From an optimization exercise on the open Yosys and OpenROAD flow, aimed at small area, a short achievable clock period and few clock cycles per item; shortcuts taken in it are not production practice. At most, simulation tests tie the RTL to the original design; equivalence was not proved.

## alpha
Design booth_multiplier, start of the top module:
module booth_multiplier #(
    parameter int N = 64
)(
    input  logic                    clk,
    input  logic                    rst,
    input  logic                    start,
    input  logic signed [N-1:0]     multiplicand,
    input  logic signed [N-1:0]     multiplier,
    output logic signed [(2*N)-1:0] product,
    output logic                    done
);
    logic [63:0]   M;           
    logic [63:0]   Q;           
    logic [65:0]   S, C;        
    logic [7:0]    SL, CL;      
    logic [3:0]    one, two, ng;       
    logic [3:0]    oneb, twob, ngb;    
    logic          first;       
    logic [2:0]    cnt;
    logic          busy, fin;
    logic [8:0]    lsum;
    logic          cout_g;
    assign lsum   = {1'b0, SL} + {1'b0, CL};
    assign cout_g = first ? 1'b0 : lsum[8];
    function automatic logic [2:0] recode(input logic [2:0] b);
        recode[2] = b[1] ^ b[0];
        recode[1] = (b[2] & ~b[1] & ~b[0]) | (~b[2] & b[1] & b[0]);
        recode[0] = b[2];
    endfunction
    logic [8:0] nb;       
    logic [3:0] one_n, two_n, ng_n;
    always_comb begin
        if (busy) nb = Q[15:7];
        else      nb = {multiplier[7:0], 1'b0};
        for (int j = 0; j < 4; j++)
            {one_n[j], two_n[j], ng_n[j]} = recode(nb[2*j +: 3]);
    end
    logic [65:0] pp0;
    logic [65:0] pp1;
  ...
Settings: LEC_CHECK=0, CAP_MARGIN=20, CORE_MARGIN=2, CORE_UTILIZATION=60, SETUP_SLACK_MARGIN=3.3, SLEW_MARGIN=20, SYNTH_HIERARCHICAL=1, SYNTH_MINIMUM_KEEP_SIZE=0, BUFFER_PORTS_ARGS=-buffer_cell sky130_fd_sc_hd__buf_1; clock period 6.0 ns.
standard.sh (not shown) runs the stock make flow with config.mk's settings and CLKGATE_MAP_FILE= SYNTH_SCRIPT=/design/flow/synth_recipe.tcl, a recipe that flattens the netlist after the stock synthesis.
==> flow/flow/run.sh <==
#!/bin/bash
# Own layout flow: the standard flow, with the port buffers made from
# sky130_fd_sc_hd__buf_1 cells instead of the default cell.
set -e
cp standard.sh standard_sh.txt
echo "export BUFFER_PORTS_ARGS = -buffer_cell sky130_fd_sc_hd__buf_1" >> config.mk
bash standard.sh > standard.log 2>&1
alpha went all the way through synthesis, placement and routing and the layout is clean on timing, DRC and antenna.
Testbench counts of alpha, summed over its fixed seeds: cycles 2,880, items 288.
> inputs changed (alpha -> beta)
--- a/flow/design.v
+++ b/flow/design.v
@@ -23,22 +23,22 @@
     assign lsum   = {1'b0, SL} + {1'b0, CL};
     assign cout_g = first ? 1'b0 : lsum[8];
     function automatic logic [2:0] recode(input logic [2:0] b);
         recode[2] = b[1] ^ b[0];
         recode[1] = (b[2] & ~b[1] & ~b[0]) | (~b[2] & b[1] & b[0]);
         recode[0] = b[2];
     endfunction
     logic [8:0] nb;       
     logic [3:0] one_n, two_n, ng_n;
     always_comb begin
-        if (busy) nb = Q[15:7];
-        else      nb = {multiplier[7:0], 1'b0};
+        if (start) nb = {multiplier[7:0], 1'b0};
+        else       nb = Q[15:7];
         for (int j = 0; j < 4; j++)
             {one_n[j], two_n[j], ng_n[j]} = recode(nb[2*j +: 3]);
     end
     logic [65:0] pp0;
     logic [65:0] pp1;
     logic [65:0] pp2;
     logic [65:0] pp3;
     always_comb begin
         pp0[0] = ng[0] ^ (one[0] & M[0]);
         for (int i = 1; i < 33; i++) pp0[i] = ng[0] ^ ((one[0] & M[i]) | (two[0] & M[i-1]));
@@ -544,28 +544,31 @@
     assign C_t[62] = hs262;
     assign S_t[63] = hc262;
     assign C_t[63] = pp3[65];
     assign S_t[64] = 1'b1;
     assign C_t[64] = 1'b0;
     assign S_t[65] = 1'b0;
     assign C_t[65] = 1'b0;
     logic [71:0] cpa;
     bm_cpa u_cpa (.a({S[63:0], SL}), .b({C[63:0], CL}), .s(cpa));
     always_ff @(posedge clk) begin
-        if (start || fin)
-            M <= fin ? cpa[71:8] : multiplicand;
-        if (start || busy || fin)
-            Q <= (busy || fin) ? {lsum[7:0], Q[63:8]} : multiplier;
-        if (start)
+        if (start) begin
+            M   <= multiplicand;
+            Q   <= multiplier;
             cnt <= '0;
-        else if (busy)
+        end else if (busy) begin
+            Q   <= {lsum[7:0], Q[63:8]};
             cnt <= cnt + 1'b1;
+        end else if (fin) begin
+            Q   <= {cpa[7:0], Q[63:8]};
+            M   <= cpa[71:8];
+        end
         S  <= S_t;
         C  <= C_t;
         SL <= SL_t;
         CL <= CL_t;
         if (start || busy) begin
             one <= one_n;
             two <= two_n;
             ng  <= ng_n;
         end
         oneb <= one_n;
Findings:
When the final numbers for alpha and beta were put side by side, the worst hold slack turned out to be smaller in alpha. Die size: beta exceeds alpha. Area inside the core boundary in beta vs alpha: up about 1.8%. Per the comparison of beta with alpha, cell area picked up an extra 0.52%; layout overhead on the synthesized area now smaller. Portion of the layout cell area used by non-clock buffers: beta higher than alpha. When beta is measured against alpha, its slack of the critical path turns out 45 ps higher. Compared with alpha, cell area after technology mapping in beta increased slightly. beta gives more routed length per placed instance than alpha did. Between alpha and beta, max-slew headroom at the worst pin is higher for alpha, beta comes in under that. ~same clock insertion delay at the later pin of the skew report in alpha and beta.
No functional check of the RTL was part of beta.

[what the ideal ports hide]
The flow's constraints put no driver on any port. The routed layouts listed below were extracted and timed again, unchanged, in two steps.
Step 1: set_driving_cell puts a clkbuf_16 on clk and a buf_2 on each other input, an assumption about the parent block.
Step 2, shift: input delay + t, output delay - t, t = (earliest + latest rising clock arrival at the registers) / 2. This alone moves slack from input paths to output paths.
Slacks: ideal / step 1 / step 2; pairs: ideal / step 1.
run | shift t [ns] | slack for setup (ns) | hold WS [ns]
alpha | 0.619 | 3.152 / 3.152 / 2.792 | 0.487 / 0.462 / 0.518
beta | 0.615 | 3.197 / 3.197 / 2.927 | 0.507 / 0.476 / 0.509
After both steps every run listed still meets setup and hold. The setup slack of alpha, which loses most, moves by 0.000 ns with the drivers and by -0.360 ns with both steps.
